This design comes from an exercise in tuning for small area, a short achievable clock period and few clock cycles on the open sky130 flow, not from production work. The RTL was checked by simulation tests, not by an equivalence proof against the original design. Power figures rest on the tool's default switching activity, not on a simulated workload.

[config.mk]
export PLATFORM = sky130hd
export DESIGN_NAME = core_ahb
export DESIGN_NICKNAME = core_ahb
export VERILOG_FILES = /design/flow/design.v
export SDC_FILE = /design/flow/constraint.sdc
export NUM_CORES = 8
export LEC_CHECK = 0
export CAP_MARGIN = 20
export CORE_MARGIN = 2
export CORE_UTILIZATION = 40
export SLEW_MARGIN = 20
[constraint.sdc]
create_clock -name core_clock -period 17.0 [get_ports {clk_i}]
set_input_delay 3.4000 -clock core_clock [delete_from_list [all_inputs] [get_ports {clk_i}]]
set_output_delay 3.4000 -clock core_clock [all_outputs]
set_load 0.01 [all_outputs]
[design.v]
module core_ahb #(
    parameter DATA_WIDTH = 32
)(
    input                       clk_i,
    input                       reset_i,
    input   [DATA_WIDTH-1:0]    hrdata_i,
    output  [DATA_WIDTH-1:0]    hwdata_o,
    input                       hready_i,
    input                       hresp_i,
    output  [DATA_WIDTH-1:0]    haddr_o,
    output                      hwrite_o,
    output                      htrans_o
);
localparam SETS = 16;
localparam IW   = 4;             
localparam TW   = 7;             
reg         b_addr;              
reg         b_data;              
reg         k_fetch;             
reg         k_load;              
reg  [29:0] ha;                  
reg         hw;
reg  [31:0] hwd;
assign htrans_o = b_addr;
assign haddr_o  = {ha, 2'b00};
assign hwrite_o = hw;
assign hwdata_o = hwd;
wire b_end    = b_data & hready_i;
wire b_idle   = ~b_addr & ~b_data;
wire bus_free = ~b_addr & (~b_data | hready_i);
reg         rsp_fetch;           
reg         rsp_load;            
reg  [31:0] rsp_d;
reg  [IW+TW-1:0] rsp_a;
reg         rsp_way, rsp_rid;
reg         dq_v;
reg  [29:0] dq_a;
reg         dq_w;
reg  [31:0] dq_d;
reg  [29:0] fpc;                 
reg         fl_v;                
reg         fl_off;
reg  [31:2] ir;                  
reg  [29:0] ipc;                 
reg         iv;                  
reg  [31:1] oh1, oh2;            
reg         ld_pend;             
reg  [4:0]  ld_rd;               
reg  [2:0]  ld_f3;               
reg         clr;                 
reg  [4:0]  clr_n;
reg  [31:0] rf [1:31];
reg         cv0 [0:SETS-1];
reg         cv1 [0:SETS-1];
reg  [TW:0] ct0 [0:SETS-1];      
reg  [TW:0] ct1 [0:SETS-1];
reg  [29:0] cd0 [0:SETS-1];
reg  [29:0] cd1 [0:SETS-1];
reg  [18:0] rg0, rg1;            
reg         rgv0, rgv1;
reg         cur_rid;             
reg         fw;                  
reg         frid;                
reg  [15:0] lfsr;
wire [4:0] op   = ir[6:2];
wire [2:0] f3   = ir[14:12];
wire [4:0] rd   = ir[11:7];
wire [4:0] rs1  = ir[19:15];
wire [4:0] rs2  = ir[24:20];
wire is_ctrl  = op[4];                           
wire is_jal   = op[4] & op[1];
wire is_jalr  = op[4] & ~op[1] & op[0];
wire is_br    = op[4] & ~op[0];
wire is_u     = ~op[4] & op[0];                  
wire is_lui   = is_u & op[3];
wire is_mem   = ~op[4] & ~op[2] & ~op[0];
wire is_st    = is_mem & op[3];
wire is_ld    = is_mem & ~op[3];
wire is_op    = ~op[4] & op[2] & ~op[0];         
wire is_reg   = is_op & op[3];
wire [31:0] imm_i = {{20{ir[31]}}, ir[31:20]};
wire [31:0] imm_s = {{20{ir[31]}}, ir[31:25], ir[11:7]};
wire [31:0] imm_u = {ir[31:12], 12'h000};
wire [29:0] imm_b = {{19{ir[31]}}, ir[31], ir[7], ir[30:25], ir[11:9]};
wire [29:0] imm_j = {{11{ir[31]}}, ir[31], ir[19:12], ir[20], ir[30:22]};
reg  [31:0] r1, r2;
integer q;
always @* begin
    r1 = 32'h0;
    r2 = 32'h0;
    for (q = 1; q < 32; q = q + 1) begin
        r1 = r1 | ({32{oh1[q]}} & rf[q]);
        r2 = r2 | ({32{oh2[q]}} & rf[q]);
    end
end
wire [31:0] opb = (is_reg | is_br) ? r2 : (is_st ? imm_s : imm_i);
wire [2:0]  fn  = is_op ? f3 : 3'b000;
wire        sub = is_reg & ir[30] & (f3 == 3'b000);
wire [31:0] sum;
wire        cout;
ks_add #(.W(32), .L(5)) u_add (.a(r1), .b(opb ^ {32{sub}}), .ci(sub), .s(sum), .co(cout));
wire [31:0] x   = r1 ^ opb;
wire        eq  = ~|x;
wire        lt30;
cmp_lt #(.W(31)) u_cmp (.a(r1[30:0]), .b(opb[30:0]), .lt(lt30));
wire        ltu = (~r1[31] & opb[31]) | (~x[31] & lt30);
wire        lt  = (r1[31] & ~opb[31]) | (~x[31] & lt30);
wire [4:0]  sh  = opb[4:0];
wire        sleft = ~f3[2];
wire [31:0] sh_in;
wire [31:0] sh_out;
wire [32:0] sh_ext = {ir[30] & ~sleft & r1[31], sh_in};
wire [32:0] sh_r   = $signed(sh_ext) >>> sh;
genvar gk;
generate for (gk = 0; gk < 32; gk = gk + 1) begin : g_rev
    assign sh_in[gk]  = sleft ? r1[31-gk] : r1[gk];
    assign sh_out[gk] = sleft ? sh_r[31-gk] : sh_r[gk];
end endgenerate
reg [31:0] alu;
always @* begin
    case (fn)
        3'b000: alu = sum;
        3'b001: alu = sh_out;
        3'b010: alu = {31'h0, lt};
        3'b011: alu = {31'h0, ltu};
        3'b100: alu = x;
        3'b101: alu = sh_out;
        3'b110: alu = r1 | opb;
        default: alu = r1 & opb;
    endcase
end
wire taken = f3[2] ? ((f3[1] ? ltu : lt) ^ f3[0]) : (eq ^ f3[0]);
wire [29:0] tgt;
wire        tgt_co;
ks_add #(.W(30), .L(5)) u_tgt (.a(ipc), .b(is_jal ? imm_j : (is_br ? imm_b : imm_u[31:2])), .ci(1'b0), .s(tgt), .co(tgt_co));
reg [31:0] ld_data;
always @* begin
    case (ld_f3)
        3'b000: ld_data = {{24{rsp_d[7]}}, rsp_d[7:0]};
        3'b001: ld_data = {{16{rsp_d[15]}}, rsp_d[15:0]};
        3'b100: ld_data = {24'h0, rsp_d[7:0]};
        3'b101: ld_data = {16'h0, rsp_d[15:0]};
        default: ld_data = rsp_d;
    endcase
end
reg [31:0] st_data;
always @* begin
    case (f3[1:0])
        2'b00: st_data = {{24{r2[7]}}, r2[7:0]};
        2'b01: st_data = {{16{r2[15]}}, r2[15:0]};
        default: st_data = r2;
    endcase
end
wire uses1   = ~is_u & ~is_jal;
wire uses2   = is_reg | is_br | is_st;
wire writes  = ~is_br & ~is_st;
wire ld_hz   = ld_pend & (((ld_rd != 5'd0) & ((uses1 & rs1 == ld_rd) | (uses2 & rs2 == ld_rd) | (writes & rd == ld_rd))) |
                          is_ld | (writes & rsp_load));
wire e_go    = iv & ~clr & ~ld_hz & (~is_mem | ~dq_v);   
wire e_mem   = e_go & is_mem;
wire e_direct = e_mem & b_idle;                          
wire redirect = e_go & (is_jal | is_jalr | (is_br & taken));
wire [29:0] redirect_pc = is_jalr ? sum[31:2] : tgt;
wire        e_wb    = e_go & writes & ~is_ld;
wire [4:0]  wb_rd   = rsp_load ? ld_rd : (clr ? clr_n : rd);
wire [31:0] wb_data = rsp_load ? ld_data :
                      clr ? 32'h0 :
                      (is_jal | is_jalr) ? {fpc, 2'b00} :
                      is_u ? (is_lui ? imm_u : {tgt, 2'b00}) : alu;
wire        wb_en   = (rsp_load | clr | e_wb) & (wb_rd != 5'd0);
always @(posedge clk_i) begin
    if (wb_en) rf[wb_rd] <= wb_data;
end
wire          waitf = fl_v & ~fl_off;                    
wire [29:0]   fpc1  = fpc + 30'd1;
wire [29:0]   la    = waitf ? fpc1 : fpc;
wire [IW-1:0] lidx  = la[IW-1:0];
wire [TW-1:0] ltag  = la[IW+TW-1:IW];
wire [18:0]   lreg  = la[29:11];
wire rm0  = rgv0 & (rg0 == lreg);
wire rm1  = rgv1 & (rg1 == lreg);
wire rhit = rm0 | rm1;
wire lrid = rm1;
wire hw0  = cv0[lidx] & (ct0[lidx] == {lrid, ltag});
wire hw1  = cv1[lidx] & (ct1[lidx] == {lrid, ltag});
wire hit  = rhit & (hw0 | hw1);
wire [29:0] hdata = hw0 ? cd0[lidx] : cd1[lidx];
wire ir_free    = ~iv | e_go;
wire f_end      = b_end & k_fetch;                       
wire deliver_b  = f_end & waitf & ir_free;               
wire deliver_c  = ~waitf & hit & ir_free;
wire deliver    = deliver_c | deliver_b;
wire [31:2] nxt_ir = deliver_b ? hrdata_i[31:2] : hdata;
wire ctrl_block = iv & is_ctrl;
wire ireq_d  = ~fl_v & ~rsp_fetch & rhit & ~hit & ~ctrl_block;
wire ireq_p  = f_end & waitf & ~hrdata_i[6] & rhit & ~hit;
wire dq_issue = bus_free & dq_v;
wire issue_i  = bus_free & ~dq_v & ~e_direct & (ireq_d | ireq_p);
wire iway    = ~cv0[lidx] ? 1'b0 : (~cv1[lidx] ? 1'b1 : lfsr[0]);
wire fetch_busy = ((b_addr | b_data) & k_fetch) | rsp_fetch;
wire ralloc = ~fl_v & ~rhit & ~ctrl_block & ~fetch_busy;
wire rvict  = ~rgv0 ? 1'b0 : (~rgv1 ? 1'b1 : ~cur_rid);
always @(posedge clk_i or negedge reset_i) begin
    if (!reset_i) begin
        b_addr    <= 1'b0;
        b_data    <= 1'b0;
        k_fetch   <= 1'b0;
        k_load    <= 1'b0;
        hw        <= 1'b0;
        rsp_fetch <= 1'b0;
        rsp_load  <= 1'b0;
        dq_v      <= 1'b0;
        fpc       <= 30'h0;
        fl_v      <= 1'b0;
        fl_off    <= 1'b0;
        iv        <= 1'b0;
        ld_pend   <= 1'b0;
        clr       <= 1'b1;
        clr_n     <= 5'd1;
        rgv0      <= 1'b0;
        rgv1      <= 1'b0;
        cur_rid   <= 1'b0;
        lfsr      <= 16'h1;
    end else begin
        lfsr <= {lfsr[14:0], lfsr[15] ^ lfsr[13] ^ lfsr[12] ^ lfsr[10]};
        if (clr) begin
            clr_n <= clr_n + 5'd1;
            if (clr_n == 5'd31) clr <= 1'b0;
        end
        b_addr <= e_direct | dq_issue | issue_i;
        b_data <= b_addr | (b_data & ~hready_i);
        if (e_direct) begin
            k_fetch <= 1'b0;
            k_load  <= is_ld;
            hw      <= is_st;
        end else if (dq_issue) begin
            k_fetch <= 1'b0;
            k_load  <= ~dq_w;
            hw      <= dq_w;
        end else if (issue_i) begin
            k_fetch <= 1'b1;
            k_load  <= 1'b0;
            hw      <= 1'b0;
        end
        rsp_fetch <= f_end;
        rsp_load  <= b_end & k_load;
        if (e_mem & ~e_direct) dq_v <= 1'b1;
        else if (dq_issue) dq_v <= 1'b0;
        if (e_mem & is_ld) ld_pend <= 1'b1;
        else if (rsp_load) ld_pend <= 1'b0;
        if (redirect) iv <= 1'b0;
        else if (deliver) iv <= 1'b1;
        else if (e_go) iv <= 1'b0;
        if (redirect) fpc <= redirect_pc;
        else if (deliver) fpc <= fpc1;
        if (redirect) fl_v <= 1'b0;
        else if (issue_i) fl_v <= 1'b1;
        else if (f_end) fl_v <= 1'b0;
        if (issue_i) fl_off <= ireq_p & ~deliver_b;
        else if (deliver) fl_off <= 1'b0;
        if (deliver_c) cur_rid <= lrid;
        else if (deliver_b) cur_rid <= frid;
        if (ralloc) begin
            if (rvict) rgv1 <= 1'b1; else rgv0 <= 1'b1;
        end
    end
end
always @(posedge clk_i) begin
    rsp_d   <= hrdata_i;
    rsp_a   <= ha[IW+TW-1:0];
    rsp_way <= fw;
    rsp_rid <= frid;
    if (e_direct) begin
        ha  <= sum[31:2];
        hwd <= st_data;
    end else if (dq_issue) begin
        ha  <= dq_a;
        hwd <= dq_d;
    end else if (issue_i) begin
        ha  <= la;
    end
    if (e_mem & ~e_direct) begin
        dq_a <= sum[31:2];
        dq_w <= is_st;
        dq_d <= st_data;
    end
    if (e_mem & is_ld) begin
        ld_rd <= rd;
        ld_f3 <= f3;
    end
    if (issue_i) begin
        fw   <= iway;
        frid <= lrid;
    end
    if (deliver) begin
        ir  <= nxt_ir;
        ipc <= fpc;
        for (q = 1; q < 32; q = q + 1) begin
            oh1[q] <= (nxt_ir[19:15] == q);
            oh2[q] <= (nxt_ir[24:20] == q);
        end
    end
    if (ralloc) begin
        if (rvict) rg1 <= lreg; else rg0 <= lreg;
    end
end
integer s;
always @(posedge clk_i or negedge reset_i) begin
    if (!reset_i) begin
        for (s = 0; s < SETS; s = s + 1) begin
            cv0[s] <= 1'b0;
            cv1[s] <= 1'b0;
        end
    end else begin
        for (s = 0; s < SETS; s = s + 1) begin
            if (ralloc && ct0[s][TW] == rvict) cv0[s] <= 1'b0;
            if (ralloc && ct1[s][TW] == rvict) cv1[s] <= 1'b0;
        end
        if (rsp_fetch) begin
            if (rsp_way) cv1[rsp_a[IW-1:0]] <= 1'b1; else cv0[rsp_a[IW-1:0]] <= 1'b1;
        end
    end
end
always @(posedge clk_i) begin
    if (rsp_fetch) begin
        if (rsp_way) begin
            ct1[rsp_a[IW-1:0]] <= {rsp_rid, rsp_a[IW+TW-1:IW]};
            cd1[rsp_a[IW-1:0]] <= rsp_d[31:2];
        end else begin
            ct0[rsp_a[IW-1:0]] <= {rsp_rid, rsp_a[IW+TW-1:IW]};
            cd0[rsp_a[IW-1:0]] <= rsp_d[31:2];
        end
    end
end
endmodule
module cmp_lt #(
    parameter W = 31
)(
    input  [W-1:0] a,
    input  [W-1:0] b,
    output         lt
);
wire [31:0] l0 = {{(32-W){1'b0}}, ~a & b};
wire [31:0] e0 = {{(32-W){1'b1}}, ~(a ^ b)};
wire [15:0] l1, e1;
wire [7:0]  l2, e2;
wire [3:0]  l3, e3;
wire [1:0]  l4, e4;
genvar i;
generate
    for (i = 0; i < 16; i = i + 1) begin : t1
        assign l1[i] = l0[2*i+1] | (e0[2*i+1] & l0[2*i]);
        assign e1[i] = e0[2*i+1] & e0[2*i];
    end
    for (i = 0; i < 8; i = i + 1) begin : t2
        assign l2[i] = l1[2*i+1] | (e1[2*i+1] & l1[2*i]);
        assign e2[i] = e1[2*i+1] & e1[2*i];
    end
    for (i = 0; i < 4; i = i + 1) begin : t3
        assign l3[i] = l2[2*i+1] | (e2[2*i+1] & l2[2*i]);
        assign e3[i] = e2[2*i+1] & e2[2*i];
    end
    for (i = 0; i < 2; i = i + 1) begin : t4
        assign l4[i] = l3[2*i+1] | (e3[2*i+1] & l3[2*i]);
        assign e4[i] = e3[2*i+1] & e3[2*i];
    end
endgenerate
assign lt = l4[1] | (e4[1] & l4[0]);
endmodule
module ks_add #(
    parameter W = 32,
    parameter L = 5                  
)(
    input  [W-1:0] a,
    input  [W-1:0] b,
    input          ci,
    output [W-1:0] s,
    output         co
);
wire [W-1:0] g [0:L];
wire [W-1:0] p [0:L];
assign g[0] = (a & b) | {{(W-1){1'b0}}, ci & (a[0] ^ b[0])};
assign p[0] = a ^ b;
genvar i, j;
generate
    for (i = 0; i < L; i = i + 1) begin : lv
        for (j = 0; j < W; j = j + 1) begin : bt
            if (j >= (1 << i)) begin : c
                assign g[i+1][j] = g[i][j] | (p[i][j] & g[i][j-(1<<i)]);
                assign p[i+1][j] = p[i][j] & p[i][j-(1<<i)];
            end else begin : n
                assign g[i+1][j] = g[i][j];
                assign p[i+1][j] = p[i][j];
            end
        end
    end
endgenerate
assign s  = p[0] ^ {g[L][W-2:0], ci};
assign co = g[L][W-1];
endmodule
[flow/run.sh]
#!/bin/bash
# Own layout flow: the standard flow (standard.sh) run in stages.
#  - ports are buffered with buf_4 cells (the default picks a slow delay buffer)
#  - no setup repair at floorplan, where clocks are still ideal
#  - setup repair at CTS and global route aims at MARGIN ns of slack, so the
#    tools keep shortening the critical paths well below the 17 ns period
# Each step's output goes to a log file of its own here; ORFS's own logs are
# under orfs/logs.
set -e
MARGIN=11.0
export BUFFER_PORTS_ARGS="-buffer_cell sky130_fd_sc_hd__buf_4"
SETUP_SLACK_MARGIN=0 bash standard.sh synth > run_synth.log 2>&1
SETUP_SLACK_MARGIN=0 bash standard.sh floorplan > run_floorplan.log 2>&1
SETUP_SLACK_MARGIN=0 bash standard.sh place > run_place.log 2>&1
SETUP_SLACK_MARGIN=$MARGIN bash standard.sh cts > run_cts.log 2>&1
SETUP_SLACK_MARGIN=$MARGIN bash standard.sh finish > run_finish.log 2>&1
[standard.sh]
#!/bin/bash
# synth_recipe.tcl (not shown) runs the flow's synth.tcl, then flattens the netlist and writes it again
# the make line also repeats each setting of config.mk as NAME=value (left out here)
make -C /OpenROAD-flow-scripts/flow DESIGN_CONFIG=/design/flow/config.mk WORK_HOME=/design/flow/orfs CLKGATE_MAP_FILE= SYNTH_SCRIPT=/design/flow/synth_recipe.tcl "${@:-finish}"
==> results by group, run 1 <==
Timing
  • Clock skew: 0.1003 ns
  • Final period util: 36.06%
  • Final Max Tran Viols: 3
  • Final hold violation count: 0
  • Fmax: 163.1 MHz
  • Slew Limit Headroom: -20.04%
  • Setup violators final: 0
  • RSZ-0062 raised after global routing: true
  • Final TNS setup: 0 ns
  • Post-layout minimum cycle time: 6.131 ns
  • Actual slew at the worst max-slew pin: 1.801 ns

Status
  • Violated checks: capacitance limit, slew limit
  • Run status: finished with violations

Route
  • Drt first pass iters: 13
  • Drt via density: 6.740
  • DR WL/cell: 36.83 microns
  • Drt initial violations: 17.74k
  • DRC viols: 0
  • Routed wire length: 495000 microns
  • Antenna viol nets, final: 0
  • Via Count: 90.58k

Power and ir drop
  • PD cells: 116.2 nW/um^2
  • Peak supply drop: 0.08827 mV
  • P_leak: 47.96 nW

Worst setup path
  • WS Path Type: reg2reg
  • Worst Setup Start Kind: flop
  • FF-to-FF End: rf[31][30]
  • Crit path capture: rf[31][30]
  • Nature of the critical path endpoint: flop
  • Crit Path Max Fanout: 19
  • Reg2reg start: oh2[6]
  • Worst Path Required: 17.65 ns
  • R2r worst-path depth: 23
  • R2R Setup Slk: 10.87 ns
  • Crit path from: oh2[6]
  • Arr. time, crit path: 6.78 ns

Place
  • Dpl hpwl: 257100 microns
  • Routability cong.: 1.003
  • Input/output buffers: 98

Global route
  • Global-route wire length before repair: 667700 microns
  • GRT Residual Overflow: 0
  • Tot GR Track Use: 31.58%
  • Vias in the first global route: 84.41k
  • Largest net degree at the start of global routing: 188
  • Initial antenna violation count: 34

Synth
  • Async SR Flop Fraction: 3.740%
  • Gate Count Post-Synth: 8986
  • Main synth FF type: edfxtp_1
  • Post-synth EDFFs: 2503
  • Cell taking the most area after synthesis: edfxtp_1
  • Distinct cells, synth: 102
  • Yosys warning count: 5
  • Most area-consuming cells after synthesis: edfxtp_1 (64%), a22oi_1 (4.7%), nand2_1 (4.2%)
  • Top cell type's share of synthesized area: 63.54%
  • Post-synthesis sequential area ratio: 66.40%
  • Post-Syn Area: 118300 sq um
  • Register bit count reported by yosys: 2647
  • Synth Area per Inst: 13.16 sq um

Clocking
  • Max Root-Sink Buffers: 4
  • Number of clock sinks: 2647
  • CTS tree: yes
  • Later-pin clock latency in the skew report: 0.94 ns
  • Clock-pin slew on the worst setup and hold paths: 0.06 ns
  • Root buf cell: clkbuf_16
  • Post-CTS Hold Fix Bufs: 0
  • Num CTS Buffers: 286
  • H-tree Lvls: 5

Die
  • Die Span Y: 547.8 microns
  • Die width: 547.8 microns
  • Row count: 199
  • IO Count: 102
  • Core area: 294100 sq um
  • Die area: 300100 sq um
  • Initial Util: 40.23%

Final layout
  • Fin nets: 9467
  • Synthesis-to-finish area growth: 17.81%
  • Ratio of cells with drive above 1 in the final layout: 16.33%
  • Util after Layout: 47.39%
  • Filler cells: 25.40k

Job
  • MaxCap Viol Count: 1

Hold path
  • Cells on Worst Hold Path: 0
  • Hold Crit Class: reg2reg
[per-layer routing]
layer / routed length, microns / track usage (%) / vias up
met5: 89 / 0 / -
met4: 42130 / 20.28 / 12
met3: 70920 / 10.88 / 2186
met2: 207000 / 45.77 / 7925
met1: 174900 / 40.27 / 44720
li1: - / - / 35740
[power breakdown]
group,internal (mW),switching [mW],total (mW)
clock network,3.48,2.69,6.17
registers,7.19,0.0906,7.28
logic,0.893,1.85,2.75
total,11.6,4.63,16.2
[flip-flops by register name, indices dropped and copies added (netlist names), 32 cells and up]
register / cells
dq_d: 32
hwd: 32
ct1: 128
rsp_d: 32
rf: 992
ct0: 128
cd1: 480
cd0: 480
[critical path, stage by stage, from the launching register on]
cell and delay [ns]:
edfxtp_1 0.43, buf_4 0.16, buf_4 0.28, a222oi_1 0.55, nand3_1 0.14, or4_4 0.65, o21a_1 0.29, xor2_1 0.17
ha_2 0.40, o21ai_2 0.12, nand2b_1 0.14, a31oi_4 0.22, o221ai_4 0.14, a2111o_1 0.48, o21ai_4 0.09, o21ai_4 0.10
o41ai_4 0.29, o21ai_2 0.11, xnor2_2 0.13, buf_4 0.16, a221oi_4 0.32, o31ai_4 0.09, buf_12 0.18, buf_12 0.15
[cell type report]
class | instances | area (sq um) | share of cell area, %
sequential | 2647 | 78560 | 56.38
multi-input combinational | 5576 | 39130 | 28.08
clock buffer | 354 | 7538 | 5.409
timing repair buffer | 620 | 7048 | 5.058
tap | 3919 | 4903 | 3.519
clock inverter | 156 | 1549 | 1.112
inverter | 138 | 545.5 | 0.3915
antenna | 28 | 70.07 | 0.05028
timing repair inverter | 1 | 8.758 | 0.006285
[worst min path at each step]
stage              from       end  slack (ns)
2_1_floorplan        fw   rsp_way        0.32
3_3_place_gp    lfsr[1]   lfsr[2]        0.33
3_5_place_dp    lfsr[9]  lfsr[10]        0.34
4_1_cts         lfsr[6]   lfsr[7]        0.35
5_1_grt        lfsr[14]  lfsr[15]        0.34
6_report        lfsr[7]   lfsr[8]        0.34
[synthesized netlist by cell type (all sizes together) (122+ instances only)]
cell type and number:
a21oi 210, a221oi 122, a22oi 748, a311oi 128, a31oi 140, and3 158
buf 188, clkbuf 454, edfxtp 2503, ha 159, inv 136, mux2i 251
nand2 1308, nand3 456, nand4 130, nor2 330, o21ai 289, xnor2 129
[through the flow]
stage               std cells  power, mW  setup slack [ns]  hold WS (ns)  area [sq um]
finish                  13440      16.20             10.87        0.3437        139400
CTS                     13330      16.13             10.95        0.3486        137600
detailed placement      12640      9.939             8.644        0.3380        124200
floorplan                8987      9.116             9.774        0.3233        118300
global route            13410      16.68             10.77        0.3419        139300
global placement        12640      9.919             8.626        0.3318        124200
[placed cells by master (no fill, tap or decap), drive strengths merged, types with 122 or more instances in the layout]
cell type,n
a31oi,140
clkbuf,369
inv,148
mux2i,251
nor2,330
xnor2,129
and3,158
edfxtp,2503
buf,573
nand4,130
ha,159
nand2,1310
nand3,457
a22oi,748
a221oi,122
a311oi,128
a21oi,214
o21ai,290
[repair_timing]
item | 4_1_cts | 5_1_grt
cloned | 50 | 19
gates resized for setup | 380 | 142
pin swaps | 67 | 78
setup buffers | 128 | 55
endpoints found under the setup margin | 1311 | 1060
endpoints found under the hold margin | 0 | 0
[kinds of logic after synthesis]
kind of cell,share of synthesized area (%)
and+or+nand+nor,10.55
DFF,66.40
AOI/OAI and AO/OA,12.82
buffers and inverters,2.627
muxes,4.082
xor gates and xnor gates,1.799
adders and majority gates,1.716
other,0.003170
Testbench counts, summed over its fixed seeds: cycles 124,547.
==> inputs of run 2 (changes only) <==
--- a/design.v
+++ b/design.v
@@ -40,2 +40,7 @@
 reg  [29:0] fpc;                 
+reg         redir_q;             
+reg  [29:0] rtgt;
+reg         w_v;                 
+reg  [4:0]  w_rd;
+reg  [31:0] w_d;
 reg         fl_v;                
@@ -85,12 +90,16 @@
 wire [29:0] imm_j = {{11{ir[31]}}, ir[31], ir[19:12], ir[20], ir[30:22]};
-reg  [31:0] r1, r2;
+reg  [31:0] rf1, rf2;
 integer q;
 always @* begin
-    r1 = 32'h0;
-    r2 = 32'h0;
+    rf1 = 32'h0;
+    rf2 = 32'h0;
     for (q = 1; q < 32; q = q + 1) begin
-        r1 = r1 | ({32{oh1[q]}} & rf[q]);
-        r2 = r2 | ({32{oh2[q]}} & rf[q]);
+        rf1 = rf1 | ({32{oh1[q]}} & rf[q]);
+        rf2 = rf2 | ({32{oh2[q]}} & rf[q]);
     end
 end
+wire        byp1 = w_v & (w_rd == rs1);
+wire        byp2 = w_v & (w_rd == rs2);
+wire [31:0] r1 = byp1 ? w_d : rf1;
+wire [31:0] r2 = byp2 ? w_d : rf2;
 wire [31:0] opb = (is_reg | is_br) ? r2 : (is_st ? imm_s : imm_i);
@@ -163,15 +172,22 @@
 wire [29:0] redirect_pc = is_jalr ? sum[31:2] : tgt;
-wire        e_wb    = e_go & writes & ~is_ld;
-wire [4:0]  wb_rd   = rsp_load ? ld_rd : (clr ? clr_n : rd);
-wire [31:0] wb_data = rsp_load ? ld_data :
-                      clr ? 32'h0 :
-                      (is_jal | is_jalr) ? {fpc, 2'b00} :
+wire        e_wb    = e_go & writes & ~is_ld & (rd != 5'd0);
+wire [31:0] e_res   = (is_jal | is_jalr) ? {fpc, 2'b00} :
                       is_u ? (is_lui ? imm_u : {tgt, 2'b00}) : alu;
-wire        wb_en   = (rsp_load | clr | e_wb) & (wb_rd != 5'd0);
+wire        ld_wr   = rsp_load & (ld_rd != 5'd0);
+wire        w_wr    = w_v & ~rsp_load & ~clr;
+wire [4:0]  wb_rd   = rsp_load ? ld_rd : (clr ? clr_n : w_rd);
+wire [31:0] wb_data = rsp_load ? ld_data : (clr ? 32'h0 : w_d);
+wire        wb_en   = ld_wr | clr | w_wr;
 always @(posedge clk_i) begin
     if (wb_en) rf[wb_rd] <= wb_data;
+    if (e_wb) begin
+        w_rd <= rd;
+        w_d  <= e_res;
+    end
+    rtgt <= redirect_pc;
 end
 wire          waitf = fl_v & ~fl_off;                    
-wire [29:0]   fpc1  = fpc + 30'd1;
-wire [29:0]   la    = waitf ? fpc1 : fpc;
+wire [29:0]   fa    = redir_q ? rtgt : fpc;              
+wire [29:0]   fpc1  = fa + 30'd1;
+wire [29:0]   la    = waitf ? fpc1 : fa;
 wire [IW-1:0] lidx  = la[IW-1:0];
@@ -183,5 +199,5 @@
 wire lrid = rm1;
-wire hw0  = cv0[lidx] & (ct0[lidx] == {lrid, ltag});
-wire hw1  = cv1[lidx] & (ct1[lidx] == {lrid, ltag});
-wire hit  = rhit & (hw0 | hw1);
+wire hw0  = cv0[lidx] & (ct0[lidx][TW-1:0] == ltag) & (ct0[lidx][TW] ? rm1 : rm0);
+wire hw1  = cv1[lidx] & (ct1[lidx][TW-1:0] == ltag) & (ct1[lidx][TW] ? rm1 : rm0);
+wire hit  = hw0 | hw1;
 wire [29:0] hdata = hw0 ? cd0[lidx] : cd1[lidx];
@@ -213,2 +229,4 @@
         fpc       <= 30'h0;
+        redir_q   <= 1'b0;
+        w_v       <= 1'b0;
         fl_v      <= 1'b0;
@@ -253,4 +271,7 @@
         else if (e_go) iv <= 1'b0;
-        if (redirect) fpc <= redirect_pc;
-        else if (deliver) fpc <= fpc1;
+        redir_q <= redirect;
+        if (deliver) fpc <= fpc1;
+        else if (redir_q) fpc <= fa;
+        if (e_wb) w_v <= 1'b1;
+        else if (w_wr) w_v <= 1'b0;
         if (redirect) fl_v <= 1'b0;
@@ -296,3 +317,3 @@
         ir  <= nxt_ir;
-        ipc <= fpc;
+        ipc <= fa;
         for (q = 1; q < 32; q = q + 1) begin
==> flow/run.sh (replaced) <==
#!/bin/bash
# Own layout flow: the standard flow (standard.sh), run step by step.
#  - synthesis: the standard script, but adders are left to ABC as plain gates
#    (ADDER_MAP_FILE empty) instead of being mapped onto full/half-adder cells
#  - ports are buffered with buf_4 cells (the default picks a slow delay buffer)
#  - clock tree: clkbuf_8/clkbuf_4 below a clkbuf_16 root, no dummy loads
#  - no setup repair at floorplan and placement, where clocks are still ideal
#  - setup repair at CTS and global route aims at MARGIN ns of slack, so the
#    tools keep shortening the critical paths well below the 17 ns period
#  - after global route, max slew / capacitance are repaired once more
#    (flow/post_grt.tcl)
# Each step's output goes to a log file of its own here; ORFS's own logs are
# under orfs/logs.
set -e
MARGIN=12
export BUFFER_PORTS_ARGS="-buffer_cell sky130_fd_sc_hd__buf_4"
export CTS_ARGS="-sink_clustering_enable -repair_clock_nets -dont_use_dummy_load -buf_list {sky130_fd_sc_hd__clkbuf_8 sky130_fd_sc_hd__clkbuf_4} -root_buf sky130_fd_sc_hd__clkbuf_16"
export POST_GLOBAL_ROUTE_TCL="$PWD/flow/post_grt.tcl"
ADDER_MAP_FILE= SETUP_SLACK_MARGIN=0 bash standard.sh synth > run_synth.log 2>&1
SETUP_SLACK_MARGIN=0 bash standard.sh floorplan > run_floorplan.log 2>&1
SETUP_SLACK_MARGIN=0 bash standard.sh place > run_place.log 2>&1
SETUP_SLACK_MARGIN=$MARGIN bash standard.sh cts > run_cts.log 2>&1
SETUP_SLACK_MARGIN=$MARGIN bash standard.sh grt > run_grt.log 2>&1
SETUP_SLACK_MARGIN=$MARGIN bash standard.sh finish > run_finish.log 2>&1
==> flow/post_grt.tcl (new file) <==
# Runs at the end of global route (POST_GLOBAL_ROUTE_TCL): timing repair may
# have cloned or moved gates after the electrical repair ran, so fix max
# slew / capacitance once more, then update the routing guides.
global_route -start_incremental
repair_design_helper
detailed_placement
global_route -end_incremental
estimate_parasitics -global_routing
report_check_types -max_slew -max_capacitance -max_count 5
write_guides $::env(RESULTS_DIR)/route.guide
--- a/config.mk
+++ b/config.mk
@@ -7,5 +7,5 @@
 export LEC_CHECK = 0
-export CAP_MARGIN = 20
+export CAP_MARGIN = 30
 export CORE_MARGIN = 2
-export CORE_UTILIZATION = 40
-export SLEW_MARGIN = 20
+export CORE_UTILIZATION = 55
+export SLEW_MARGIN = 30
==> results by group, run 2 <==
Timing
  • Final Max Tran Viols: 0 (-3)
  • Final hold violation count: 0 (unchanged)
  • Fmax: 186.7 MHz (+14%)
  • Actual slew at the worst max-slew pin: 1.192 ns (-0.6084 ns)
  • Final TNS setup: 0 ns (unchanged)
  • Setup violators final: 0 (unchanged)
  • Slew Limit Headroom: 20.52% (+41 points)
  • Post-layout minimum cycle time: 5.357 ns (-0.7736 ns)
  • Clock skew: 0.1058 ns (+0.005502 ns)
  • Final period util: 31.51% (-4.6 points)
  • Hold WS: 0.3319 ns (-0.01173 ns)

Synth
  • Post-synthesis mux area share: 2.128% (-2.0 points)
  • Post-synth EDFFs: 2540 (+1.5%)
  • Main synth FF type: edfxtp_1
  • Most frequent cells after synthesis: edfxtp_1 (2540), nand2_1 (1155), a22oi_1 (652)
  • Gate Count Post-Synth: 9367 (+4.2%)
  • Compound-Gate Fraction of Synth Area: 16.59% (+3.8 points)
  • Async SR Flop Fraction: 3.719% (-0.021 points)
  • Simple-gate share of the synthesized area: 9.425% (-1.1 points)
  • Adder-cell share of the synthesized area: 0.3070% (-1.4 points)
  • Synth Area per Inst: 12.88 sq um (-2.2%)
  • Top cell type's share of synthesized area: 63.24% (-0.31 points)
  • Most frequent cell after synthesis: edfxtp_1
  • Post-synthesis sequential area ratio: 66.58% (+0.18 points)
  • Cell taking the most area after synthesis: edfxtp_1
  • Post-Syn Area: 120600 sq um (+2.0%)
  • Largest family of logic cells by synthesized area: compound AO/OA/AOI/OAI gates
  • Distinct cells, synth: 118 (+16%)
  • Xor-xnor portion of the synthesized cell area: 2.430% (+0.63 points)
  • Most area-consuming cells after synthesis: edfxtp_1 (63%), a22oi_1 (4.1%), nand2_1 (3.6%)
  • Register bit count reported by yosys: 2716 (+2.6%)
  • Yosys warning count: 5 (unchanged)

Global route
  • Tot GR Track Use: 45.73% (+14 points)
  • GRT Residual Overflow: 0 (unchanged)
  • Largest net degree at the start of global routing: 77 (-59%)
  • Vias in the first global route: 90.81k (+7.6%)
  • Global-route wire length before repair: 710500 microns (+6.4%)
  • Initial antenna violation count: 31 (-8.8%)

Route
  • DRC viols: 0 (unchanged)
  • Routed wire length: 535200 microns (+8.1%)
  • Via Count: 99.01k (+9.3%)
  • Drt first pass iters: 14 (+1)
  • Drt initial violations: 19.96k (+12%)
  • Drt via density: 7.608 (+13%)
  • Antenna viol nets, final: 0 (unchanged)
  • DR WL/cell: 41.13 microns (+12%)

Clocking
  • Post-CTS setup buffer count: 249 (+95%)
  • Number of clock sinks: 2716 (+2.6%)
  • H-tree Lvls: 5 (unchanged)
  • Post-CTS Hold Fix Bufs: 0 (unchanged)
  • Later-pin clock latency in the skew report: 0.92 ns (-0.02 ns)
  • CTS resizes: 829 (+120%)
  • Max Root-Sink Buffers: 4 (unchanged)
  • CTS tree: yes
  • Clock-pin slew on the worst setup and hold paths: 0.06 ns (about the same)
  • Root buf cell: clkbuf_16
  • Num CTS Buffers: 446 (+56%)

Die
  • Row count: 171 (-14%)
  • Die Span Y: 472.3 microns (-14%)
  • Die width: 472.3 microns (-14%)
  • IO Count: 102 (unchanged)
  • Initial Util: 55.43% (+15 points)
  • Die area: 223100 sq um (-26%)
  • Core area: 217600 sq um (-26%)

Worst setup path
  • WS Path Type: reg2reg
  • Slowest cell on crit path: or4_4
  • Worst Path Required: 17.76 ns (+0.11 ns)
  • Nature of the critical path endpoint: flop
  • Buf+Inv Stages, Crit Path: 7 (+2)
  • Arr. time, crit path: 6.12 ns (-0.66 ns)
  • Most frequent CP cell: buf_6
  • Crit Path Max Fanout: 7 (-12)
  • CP cell instances: buf_12 -> buf_16 -> nand3b_4 -> a22oi_2 -> buf_6 -> nand3b_4 -> buf_6 -> nor4b_4 -> xnor2_2 -> xor2_1 -> or4_4 -> nor4_4 -> buf_6 -> nand2_4 -> a21oi_4 -> buf_12 -> buf_16 -> mux2i_1 -> mux2_4 -> or2_4 -> or2_4 -> nor2_1
  • CP peak stage delay: 0.60 ns (-0.05 ns)
  • CP top delay family: simple AND/OR/NAND/NOR gates
  • Worst Setup Start Kind: flop

Power and ir drop
  • PD cells: 122.5 nW/um^2 (+5.4%)
  • Peak supply drop: 0.1495 mV (+69%)
  • P_leak: 49.34 nW (+2.9%)

Status
  • Run status: finished clean

Final layout
  • Synthesis-to-finish area growth: 20.15%
  • Ratio of cells with drive above 1 in the final layout: 23.23% (+6.9 points)
  • Fin nets: 10.18k (+7.5%)
  • Commonest non-fill, non-tap cell in the layout: edfxtp_1
  • Max FFs per register: 992 (unchanged)
  • Largest reg by FF count: rf
  • Most frequent cells in the layout: edfxtp_1 (2540), nand2_1 (1133), buf_4 (647), a22oi_1 (644), a21oi_1 (468)

Place
  • Dpl hpwl: 279500 microns (+8.7%)
  • Routability cong.: 0.9895 (-1.3%)
  • Input/output buffers: 98 (unchanged)

Job
  • MaxCap Viol Count: 0 (-1)

Hold path
  • Hold Crit Class: reg2reg
-- run 2: cell types whose count changed after synthesis, sizes merged, moves of 124 or more --
cell    previous run  this run
nor2             330       496
nand3            456       202
ha               159         0
a21oi            210       533
nand2           1308      1155
nor3              45       169
a221oi           122       383
and3             158        32
-- run 2: logic make-up after synthesis --
logic type,after synthesis
AO/OA/AOI/OAI,2803
adder cells (fa/ha/maj),37
XOR/XNOR,319
AND/OR/NAND/NOR,2494
multiplexers,212
flip-flops,2716
buffers and inverters,785
other,1
-- run 2: worst paths after layout --
kind / end / slack [ns] / cells past startpoint / startpoint
min: rsp_a[2] / 0.33 / 0 / ha[2]
max: oh1[8] / 11.64 / 22 / redir_q
max reg2reg: oh1[8] / 11.64 / 22 / redir_q
min in group asynchronous: lfsr[9] / 2.48 / 1 / reset_i
min reg2reg: rsp_a[2] / 0.33 / 0 / ha[2]
max in group asynchronous: rsp_load / 13.36 / 2 / reset_i
-- run 2: cell type report --
cell class / count / area [sq um]
Antenna cell: 17 / 42.54
Multi-Input combinational cell: 5874 / 42450
Tap cell: 2854 / 3571
Fill cell: 15890 / 72670
Clock buffer: 446 / 6510
Inverter: 100 / 436.7
Timing Repair inverter: 3 / 28.78
Timing Repair Buffer: 1003 / 11550
Sequential cell: 2716 / 80330
-- run 2: layer usage --
layer  routed length, microns  vias to the layer above  track usage (%)
li1                         -                    38280                -
met1                   183300                    48680            59.04
met2                   220900                     9462            64.40
met4                    45230                       34            29.24
met5                      602                        -           0.9518
met3                    85190                     2545            17.74
-- run 2: worst reg2reg max path, cell delays in order (launching register included) --
cell and delay [ns]:
dfrtp_2 0.49, buf_12 0.19, buf_16 0.15, nand3b_4 0.18, a22oi_2 0.18, buf_6 0.15
nand3b_4 0.19, buf_6 0.20, nor4b_4 0.31, xnor2_2 0.14, xor2_1 0.18, or4_4 0.60
nor4_4 0.25, buf_6 0.19, nand2_4 0.07, a21oi_4 0.18, buf_12 0.20, buf_16 0.24
mux2i_1 0.11, mux2_4 0.35, or2_4 0.29, or2_4 0.26, nor2_1 0.11
-- run 2: where the power goes --
group          switching [mW]  internal, mW
logic                    3.42          1.85
clock network            2.43          2.49
registers              0.0975          7.48
-- run 2: stage by stage --
stage               cell area (sq um)  worst slack, ns  power [mW]  instances  utilization, %
floorplan                      120600            10.36       10.40       9368               -
global placement               125700            9.113       11.84      11980           57.78
detailed placement             126000            9.007       11.86      11980           57.93
CTS                            139900            11.65       17.41      12730           64.28
finish                         144900            11.64       17.76      13010           66.60
Testbench counts of run 2, summed over its fixed seeds: cycles 124,547.
==> inputs of run 3 (changes only) <==
--- a/design.v
+++ b/design.v
@@ -21,2 +21,3 @@
 reg  [29:0] ha;                  
+reg  [1:0]  hb;                  
 reg         hw;
@@ -24,3 +25,3 @@
 assign htrans_o = b_addr;
-assign haddr_o  = {ha, 2'b00};
+assign haddr_o  = {ha, hb};
 assign hwrite_o = hw;
@@ -37,2 +38,3 @@
 reg  [29:0] dq_a;
+reg  [1:0]  dq_b;
 reg         dq_w;
@@ -295,2 +297,3 @@
         ha  <= sum[31:2];
+        hb  <= sum[1:0];
         hwd <= st_data;
@@ -298,2 +301,3 @@
         ha  <= dq_a;
+        hb  <= dq_b;
         hwd <= dq_d;
@@ -301,2 +305,3 @@
         ha  <= la;
+        hb  <= 2'b00;
     end
@@ -304,2 +309,3 @@
         dq_a <= sum[31:2];
+        dq_b <= sum[1:0];
         dq_w <= is_st;
--- a/config.mk
+++ b/config.mk
@@ -9,3 +9,3 @@
 export CORE_MARGIN = 2
-export CORE_UTILIZATION = 55
+export CORE_UTILIZATION = 45
 export SLEW_MARGIN = 30
==> results by group, run 3 <==
Timing
  • Fmax: 172.8 MHz (-7.4%)
  • Clock skew: 0.1211 ns (+0.01530 ns)
  • Final Max Tran Viols: 0 (unchanged)
  • Slew Limit Headroom: 17.17% (-3.4 points)
  • Actual slew at the worst max-slew pin: 1.230 ns (+0.03735 ns)
  • Final TNS setup: 0 ns (unchanged)
  • Hold WS: 0.3315 ns (-0.0004540 ns)
  • Final hold violation count: 0 (unchanged)
  • Post-layout minimum cycle time: 5.787 ns (+0.4298 ns)
  • Setup violators final: 0 (unchanged)
  • Final WS setup: 11.21 ns (-0.4298 ns)
  • Final period util: 34.04% (+2.5 points)

Route
  • Antenna viol nets, final: 0 (unchanged)
  • Routed wire length: 539400 microns (+0.78%)
  • DR WL/cell: 39.41 microns (-4.2%)
  • Drt initial violations: 19.56k (-2.0%)
  • Drt via density: 7.139 (-6.2%)
  • DRC viols: 0 (unchanged)
  • Via Count: 97.72k (-1.3%)
  • Drt first pass iters: 12 (-2)

Worst setup path
  • R2R Setup Slk: 11.21 ns (-0.43 ns)
  • Arr. time, crit path: 6.61 ns (+0.49 ns)
  • Crit path from: redir_q
  • Worst Setup Start Kind: flop
  • FF-to-FF End: oh1[12]
  • Reg2reg start: redir_q
  • Nature of the critical path endpoint: flop
  • R2r worst-path depth: 22 (unchanged)
  • Crit path capture: oh1[12]
  • WS Path Type: reg2reg
  • Worst Path Required: 17.82 ns (+0.06 ns)
  • Crit Path Max Fanout: 11 (+4)

Global route
  • Largest net degree at the start of global routing: 136 (+77%)
  • Tot GR Track Use: 37.90% (-7.8 points)
  • Vias in the first global route: 91.66k (+0.94%)
  • Initial antenna violation count: 28 (-9.7%)
  • Global-route wire length before repair: 721900 microns (+1.6%)
  • GRT Residual Overflow: 0 (unchanged)

Synth
  • Main synth FF type: edfxtp_1
  • Yosys warning count: 5 (unchanged)
  • Cell taking the most area after synthesis: edfxtp_1
  • Synth Area per Inst: 12.80 sq um (-0.61%)
  • Post-synthesis sequential area ratio: 66.65% (+0.068 points)
  • Async SR Flop Fraction: 3.713% (-0.0055 points)
  • Distinct cells, synth: 108 (-8.5%)
  • Most frequent cells after synthesis: edfxtp_1 (2544), nand2_1 (1184), a22oi_1 (774)
  • Post-Syn Area: 120700 sq um (about the same)
  • Register bit count reported by yosys: 2720 (+0.15%)
  • Most frequent cell after synthesis: edfxtp_1
  • Gate Count Post-Synth: 9429 (+0.66%)
  • Post-synth EDFFs: 2544 (+0.16%)
  • Top cell type's share of synthesized area: 63.31% (+0.070 points)
  • Most area-consuming cells after synthesis: edfxtp_1 (63%), a22oi_1 (4.8%), nand2_1 (3.7%)

Final layout
  • Largest reg by FF count: rf
  • Fin nets: 10.15k (-0.31%)
  • Commonest non-fill, non-tap cell in the layout: edfxtp_1
  • Final non-filler cell total: 13.69k (+5.2%)
  • Filler cells: 22.16k (+39%)
  • Ratio of cells with drive above 1 in the final layout: 20.88% (-2.3 points)
  • Max FFs per register: 992 (unchanged)
  • Synthesis-to-finish area growth: 18.76%
  • Most frequent cells in the layout: edfxtp_1 (2544), nand2_1 (1159), a22oi_1 (770), buf_4 (621), a21oi_1 (496)
  • Util after Layout: 53.59% (-13 points)

Place
  • Routability cong.: 0.9802 (-0.94%)
  • Placed insts: 12.79k (+6.8%)
  • Input/output buffers: 100 (+2.0%)
  • Setup WS pre-CTS: 9.287 ns (+0.2795 ns)
  • Dpl hpwl: 290400 microns (+3.9%)

Die
  • Core area: 267400 sq um (+23%)
  • Die Span Y: 521.8 microns (+10%)
  • Initial Util: 45.12% (-10 points)
  • Die area: 272300 sq um (+22%)
  • Die width: 521.8 microns (+10%)
  • IO Count: 102 (unchanged)
  • Row count: 190 (+11%)

Power and ir drop
  • PD cells: 134.6 nW/um^2 (+9.8%)
  • Peak supply drop: 0.1852 mV (+24%)
  • P_leak: 48.16 nW (-2.4%)

Clocking
  • Clock-pin slew on the worst setup and hold paths: 0.06 ns (about the same)
  • Post-CTS setup buffer count: 205 (-18%)
  • Max Root-Sink Buffers: 4 (unchanged)
  • CTS resizes: 735 (-11%)
  • H-tree Lvls: 5 (unchanged)
  • Number of clock sinks: 2720 (+0.15%)
  • Root buf cell: clkbuf_16
  • Later-pin clock latency in the skew report: 1.03 ns (+0.11 ns)
  • Num CTS Buffers: 440 (-1.3%)
  • Post-CTS Hold Fix Bufs: 0 (unchanged)
  • CTS tree: yes

Hold path
  • Hold Crit Class: reg2reg

Status
  • Run status: finished clean

Job
  • MaxCap Viol Count: 0 (unchanged)
## run 3: logic make-up (layout without fill, tap and decap cells)
kind of cell             Yosys count  after routing  share of synthesized area [%]
flip-flops                      2720           2720                          66.65
buffers and inverters            779           1449                          2.498
AO/OA/AOI/OAI                   2802           2804                          16.37
other                              0             26                              0
adder cells (fa/ha/maj)           37             37                         0.3069
XOR/XNOR                         318            318                          2.616
multiplexers                     233            233                          2.048
AND/OR/NAND/NOR                 2540           2549                          9.518
## run 3: worst min path at each step
stage              end    start  depth (start not counted)  slack [ns]
2_1_floorplan  rsp_way       fw                          0        0.32
3_3_place_gp   lfsr[5]  lfsr[4]                          0        0.33
3_5_place_dp   rsp_way       fw                          0        0.33
4_1_cts        lfsr[7]  lfsr[6]                          0        0.29
6_report       lfsr[7]  lfsr[6]                          0        0.33
## run 3: layer usage
| layer | vias to the layer above | track usage (%) | share of wire (%) |
|---|---|---|---|
| li1 | 38220 | - | - |
| met1 | 48140 | 48.74 | 35 |
| met2 | 8994 | 54.49 | 42 |
| met3 | 2345 | 13.36 | 15 |
| met4 | 16 | 24.03 | 8.2 |
| met5 | - | 0 | 0.036 |
## run 3: power breakdown
group / switching, mW / internal, mW / leakage [nW] / total (mW)
logic: 4.33 / 2.25 / 20.0 / 6.59
clock network: 2.42 / 2.45 / 3.33 / 4.87
registers: 0.180 / 7.66 / 24.8 / 7.84
## run 3: through the flow
stage	total power [mW]	area (sq um)
3_3_place_gp	13.12	127000
3_5_place_dp	13.17	127200
4_1_cts	18.68	139600
2_1_floorplan	11.17	120700
6_report	19.29	143300
## run 3: layout make-up
type                    instances  area [sq um]  share of cell area [%]
clock buffers                 440          6427                   4.485
repair inverters                4         57.56                 0.04016
inverters                     109         462.9                  0.3230
diodes                         26         65.06                 0.04540
flip-flops and latches       2720         80460                   56.14
repair buffers                896          9603                   6.701
well taps                    3552          4444                   3.101
multi-input cells            5941         41790                   29.16
## run 3: worst max-delay path: stages (launching register included)
cell and delay (ns):
dfrtp_4 0.50, buf_12 0.16, mux2i_2 0.15, buf_6 0.20
inv_8 0.08, nand2_2 0.10, or4_4 0.52, buf_12 0.17
nor4_4 0.29, xnor3_1 0.31, or4_4 0.56, nand4bb_4 0.33
or3_4 0.42, a211oi_4 0.27, buf_12 0.20, buf_16 0.18
a211oi_1 0.09, a31oi_2 0.24, o221ai_2 0.16, buf_6 0.19
o21a_4 0.15, nand3b_4 0.21, nor2_4 0.10
Testbench counts of run 3, summed over its fixed seeds: cycles 124,547.
==> inputs of run 4 (changes only) <==
--- a/design.v
+++ b/design.v
@@ -43,2 +43,3 @@
 reg         redir_q;             
+reg  [29:0] lseq;                
 reg  [29:0] rtgt;
@@ -193,3 +194,4 @@
 wire [29:0]   fpc1  = fa + 30'd1;
-wire [29:0]   la    = waitf ? fpc1 : fa;
+wire [29:0]   fpc2  = fa + 30'd2;
+wire [29:0]   la    = redir_q ? rtgt : lseq;
 wire [IW-1:0] lidx  = la[IW-1:0];
@@ -204,3 +206,5 @@
 wire hit  = hw0 | hw1;
-wire [29:0] hdata = hw0 ? cd0[lidx] : cd1[lidx];
+wire [29:0] hd0 = cd0[lidx];
+wire [29:0] hd1 = cd1[lidx];
+wire [29:0] hdata = hw0 ? hd0 : hd1;
 wire ir_free    = ~iv | e_go;
@@ -210,3 +214,17 @@
 wire deliver    = deliver_c | deliver_b;
-wire [31:2] nxt_ir = deliver_b ? hrdata_i[31:2] : hdata;
+wire [31:2] nxt_ir = waitf ? hrdata_i[31:2] : hdata;
+reg  [31:1] d0a, d0b, d1a, d1b, dba, dbb;
+integer z;
+always @* begin
+    for (z = 1; z < 32; z = z + 1) begin
+        d0a[z] = (hd0[17:13] == z);
+        d0b[z] = (hd0[22:18] == z);
+        d1a[z] = (hd1[17:13] == z);
+        d1b[z] = (hd1[22:18] == z);
+        dba[z] = (hrdata_i[19:15] == z);
+        dbb[z] = (hrdata_i[24:20] == z);
+    end
+end
+wire [31:1] nxt_oh1 = waitf ? dba : (hw0 ? d0a : d1a);
+wire [31:1] nxt_oh2 = waitf ? dbb : (hw0 ? d0b : d1b);
 wire ctrl_block = iv & is_ctrl;
@@ -217,2 +235,4 @@
 wire iway    = ~cv0[lidx] ? 1'b0 : (~cv1[lidx] ? 1'b1 : lfsr[0]);
+wire waitf_n = issue_i ? (~ireq_p | deliver_b) : (~f_end & fl_v & (~fl_off | deliver));
+wire [29:0] lseq_n = waitf_n ? (deliver ? fpc2 : fpc1) : (deliver ? fpc1 : fa);
 wire fetch_busy = ((b_addr | b_data) & k_fetch) | rsp_fetch;
@@ -232,2 +252,3 @@
         redir_q   <= 1'b0;
+        lseq      <= 30'h0;
         w_v       <= 1'b0;
@@ -274,2 +295,3 @@
         redir_q <= redirect;
+        lseq    <= lseq_n;
         if (deliver) fpc <= fpc1;
@@ -321,9 +343,7 @@
     end
-    if (deliver) begin
+    if (ir_free) begin
         ir  <= nxt_ir;
         ipc <= fa;
-        for (q = 1; q < 32; q = q + 1) begin
-            oh1[q] <= (nxt_ir[19:15] == q);
-            oh2[q] <= (nxt_ir[24:20] == q);
-        end
+        oh1 <= nxt_oh1;
+        oh2 <= nxt_oh2;
     end
==> results by group, run 4 <==
Status
  • Run status: finished clean

Synth
  • Most area-consuming cells after synthesis: edfxtp_1 (62%), nand2_1 (4.7%), a22oi_1 (3.5%)
  • Async SR Flop Fraction: 4.764% (+1.1 points)
  • Synth Area per Inst: 12.41 sq um (-3.1%)
  • Main synth FF type: edfxtp_1
  • Most frequent cell after synthesis: edfxtp_1
  • Simple-gate share of the synthesized area: 12.26% (+2.7 points)
  • Compound-Gate Fraction of Synth Area: 13.86% (-2.5 points)
  • Post-Syn Area: 122600 sq um (+1.6%)
  • Post-synthesis sequential area ratio: 66.21% (-0.44 points)
  • Yosys warning count: 5 (unchanged)
  • Post-synth EDFFs: 2544 (unchanged)
  • Most frequent cells after synthesis: edfxtp_1 (2544), nand2_1 (1538), nand3_1 (693)
  • Xor-xnor portion of the synthesized cell area: 2.424% (-0.19 points)
  • Top cell type's share of synthesized area: 62.31% (-0.99 points)
  • Gate Count Post-Synth: 9881 (+4.8%)
  • Largest family of logic cells by synthesized area: compound AO/OA/AOI/OAI gates
  • Post-synthesis mux area share: 2.154% (+0.11 points)
  • Adder-cell share of the synthesized area: 0.3623% (+0.055 points)
  • Distinct cells, synth: 109 (+0.93%)
  • Cell taking the most area after synthesis: edfxtp_1
  • Register bit count reported by yosys: 2750 (+1.1%)

Worst setup path
  • CP top delay family: compound AO/OA/AOI/OAI gates
  • Reg2reg start: oh2[25]
  • WS Path Type: reg2reg
  • CP peak stage delay: 0.41 ns (-0.15 ns)
  • Crit Path Max Fanout: 20 (+9)
  • Worst Setup Start Kind: flop
  • R2R Setup Slk: 11.45 ns (+0.24 ns)
  • Nature of the critical path endpoint: flop
  • Crit path from: oh2[25]
  • Arr. time, crit path: 6.21 ns (-0.40 ns)
  • CP cell instances: buf_12 -> buf_12 -> a22o_1 -> a221oi_2 -> and4_4 -> nand4_1 -> nand2_2 -> buf_4 -> xnor2_2 -> or3_1 -> o21ai_2 -> a21oi_4 -> o211ai_4 -> a211oi_4 -> buf_4 -> buf_6 -> buf_6 -> o21ai_4 -> a21oi_2 -> xor2_2 -> a2111oi_4 -> o22ai_4
  • R2r worst-path depth: 22 (unchanged)
  • Slowest cell on crit path: edfxtp_1
  • Worst Path Required: 17.66 ns (-0.16 ns)
  • FF-to-FF End: w_d[25]
  • Buf+Inv Stages, Crit Path: 6 (-1)

Final layout
  • Commonest non-fill, non-tap cell in the layout: edfxtp_1
  • Synthesis-to-finish area growth: 17.41%
  • Finished Cell Area: 144000 sq um (+0.45%)
  • Util after Layout: 53.12% (-0.47 points)
  • Fin nets: 10.45k (+3.0%)
  • Largest reg by FF count: rf
  • Max FFs per register: 992 (unchanged)
  • Filler cells: 22.73k (+2.6%)
  • Ratio of cells with drive above 1 in the final layout: 19.34% (-1.5 points)
  • Most frequent cells in the layout: edfxtp_1 (2544), nand2_1 (1519), nand3_1 (685), a22oi_1 (568), buf_4 (537)

Clocking
  • Num CTS Buffers: 442 (+0.45%)
  • Post-CTS setup buffer count: 179 (-13%)
  • CTS resizes: 633 (-14%)
  • Number of clock sinks: 2750 (+1.1%)
  • Root buf cell: clkbuf_16
  • Clock-pin slew on the worst setup and hold paths: 0.06 ns (about the same)
  • Max Root-Sink Buffers: 4 (unchanged)
  • CTS tree: yes
  • H-tree Lvls: 5 (unchanged)
  • Later-pin clock latency in the skew report: 1.04 ns (about the same)
  • Post-CTS Hold Fix Bufs: 0 (unchanged)

Route
  • DRC viols: 0 (unchanged)
  • Drt via density: 7.059 (-1.1%)
  • Drt initial violations: 19.18k (-1.9%)
  • Routed wire length: 526700 microns (-2.4%)
  • DR WL/cell: 37.57 microns (-4.7%)
  • Antenna viol nets, final: 0 (unchanged)
  • Drt first pass iters: 13 (+1)
  • Via Count: 98.97k (+1.3%)

Global route
  • Tot GR Track Use: 35.96% (-1.9 points)
  • Largest net degree at the start of global routing: 109 (-20%)
  • Initial antenna violation count: 29 (+3.6%)
  • GRT Residual Overflow: 0 (unchanged)
  • Vias in the first global route: 91.28k (-0.42%)
  • Global-route wire length before repair: 703600 microns (-2.5%)

Place
  • Input/output buffers: 100 (unchanged)
  • Routability cong.: 0.9959 (+1.6%)
  • Dpl hpwl: 272700 microns (-6.1%)
  • DP Area: 128400 sq um (+0.97%)

Timing
  • Hold WS: 0.3258 ns (-0.005666 ns)
  • Actual slew at the worst max-slew pin: 1.174 ns (-0.05576 ns)
  • Final TNS setup: 0 ns (unchanged)
  • Setup violators final: 0 (unchanged)
  • Clock skew: 0.1390 ns (+0.01793 ns)
  • Post-layout minimum cycle time: 5.550 ns (-0.2372 ns)
  • Final Max Tran Viols: 0 (unchanged)
  • Slew Limit Headroom: 21.75% (+4.6 points)
  • Final hold violation count: 0 (unchanged)
  • Final period util: 32.64% (-1.4 points)
  • Fmax: 180.2 MHz (+4.3%)

Die
  • Die area: 276600 sq um (+1.6%)
  • Initial Util: 45.24% (+0.12 points)
  • Core area: 271000 sq um (+1.3%)
  • Die Span Y: 526.0 microns (+0.79%)
  • Row count: 191 (+0.53%)
  • Die width: 526.0 microns (+0.79%)
  • IO Count: 102 (unchanged)

Hold path
  • Hold wc startpoint: lfsr[14]
  • Cells on Worst Hold Path: 0 (unchanged)
  • Hold Path End: lfsr[15]
  • Hold Crit Class: reg2reg

Power and ir drop
  • P_leak: 48.86 nW (+1.4%)
  • Power, Total: 30.51 mW (+58%)
  • PD cells: 211.9 nW/um^2 (+57%)
  • Peak supply drop: 0.1672 mV (-9.7%)

Job
  • MaxCap Viol Count: 0 (unchanged)
run 4: cell count changes in the layout (fill, tap and decap cells not counted), sizes merged, moves of 36 or more:
| cell | before | now |
|---|---|---|
| buf | 863 | 752 |
| a311oi | 17 | 148 |
| o21bai | 43 | 7 |
| and3 | 37 | 102 |
| a221oi | 301 | 194 |
| a22oi | 774 | 577 |
| nand3 | 229 | 696 |
| nand2 | 1184 | 1540 |
| xnor2 | 202 | 244 |
| a21oi | 544 | 361 |
| a22o | 77 | 179 |
run 4: worst max path at each step:
stage,to,cells after the start,slack [ns]
after floorplan,ha[0],6,11.42
final,w_d[25],22,11.45
after CTS,lseq[22],18,11.69
after global placement,fpc[26],18,9.44
after detailed placement,fpc[26],18,9.35
run 4: layout make-up:
| type | instances | area [sq um] | share of cell area (%) |
|---|---|---|---|
| Sequential cell | 2750 | 81210 | 56.41 |
| Multi-Input combinational cell | 6318 | 42400 | 29.45 |
| Timing Repair Buffer | 794 | 8909 | 6.189 |
| Clock buffer | 442 | 6455 | 4.484 |
| Tap cell | 3570 | 4467 | 3.103 |
| Inverter | 112 | 426.7 | 0.2964 |
| Antenna cell | 34 | 85.08 | 0.05910 |
run 4: power breakdown:
group	switching, mW	leakage [nW]	internal (mW)	total (mW)
clock	2.45	3.35	2.46	4.90
combinational	11.0	20.0	5.97	17.0
sequential	0.397	25.5	8.20	8.59
total	13.9	48.9	16.6	30.5
run 4: per-layer routing:
layer	track usage [%]	vias to the layer above	wire, microns
met5	0.5714	-	528
met4	22.81	26	44330
met3	13.17	2475	80780
met2	50.63	8929	213900
met1	46.78	48510	187200
li1	-	39030	-
run 4: kinds of logic after synthesis:
logic type      count (synthesis)
compound gates               2348
xor+xnor                      335
fa+ha+maj                      44
buf+inv                       826
flops                        2750
mux                           242
simple gates                 3336
run 4: stage by stage:
stage          setup WS, ns  instances
3_3_place_gp          9.444      13170
3_5_place_dp          9.350      13170
2_1_floorplan         11.42       9881
6_report              11.45      14020
4_1_cts               11.69      13830
Testbench counts of run 4, summed over its fixed seeds: cycles 124,547.

[afterwards: timing with drivers on the ports]
In the flow no input, the clock included, has a driving cell. The finished layouts below were timed again as built, in two steps.
Step 1, drivers: a clkbuf_16 drives clk_i and a buf_2 each remaining input, both assumed.
Step 2 moves the port delays by t, midway between the first and last clock arrival at a register: inputs arrive t later, outputs are due t later. That takes back most of the time a late clock gives input paths.
Three values: ideal ports, drivers, drivers and shift; two values: the first two.
run | t, ns | setup WS [ns] | worst setup path at the end | clock arrival spread, ns | worst slew at a driven data input, ns
run 1 | 0.985 | 10.869 / 10.869 / 10.869 | register to register | 0.112 / 0.112 | 0.19
run 2 | 0.980 | 11.643 / 11.643 / 11.085 | input to register | 0.106 / 0.105 | 0.11
run 3 | 1.079 | 11.213 / 11.213 / 11.213 | register to register | 0.121 / 0.121 | 0.18
run 4 | 1.069 | 11.450 / 11.410 / 11.139 | input to register | 0.141 / 0.142 | 0.06
The setup slack of run 2, which loses most, moves by 0.000 ns with the drivers and by -0.558 ns with both steps.
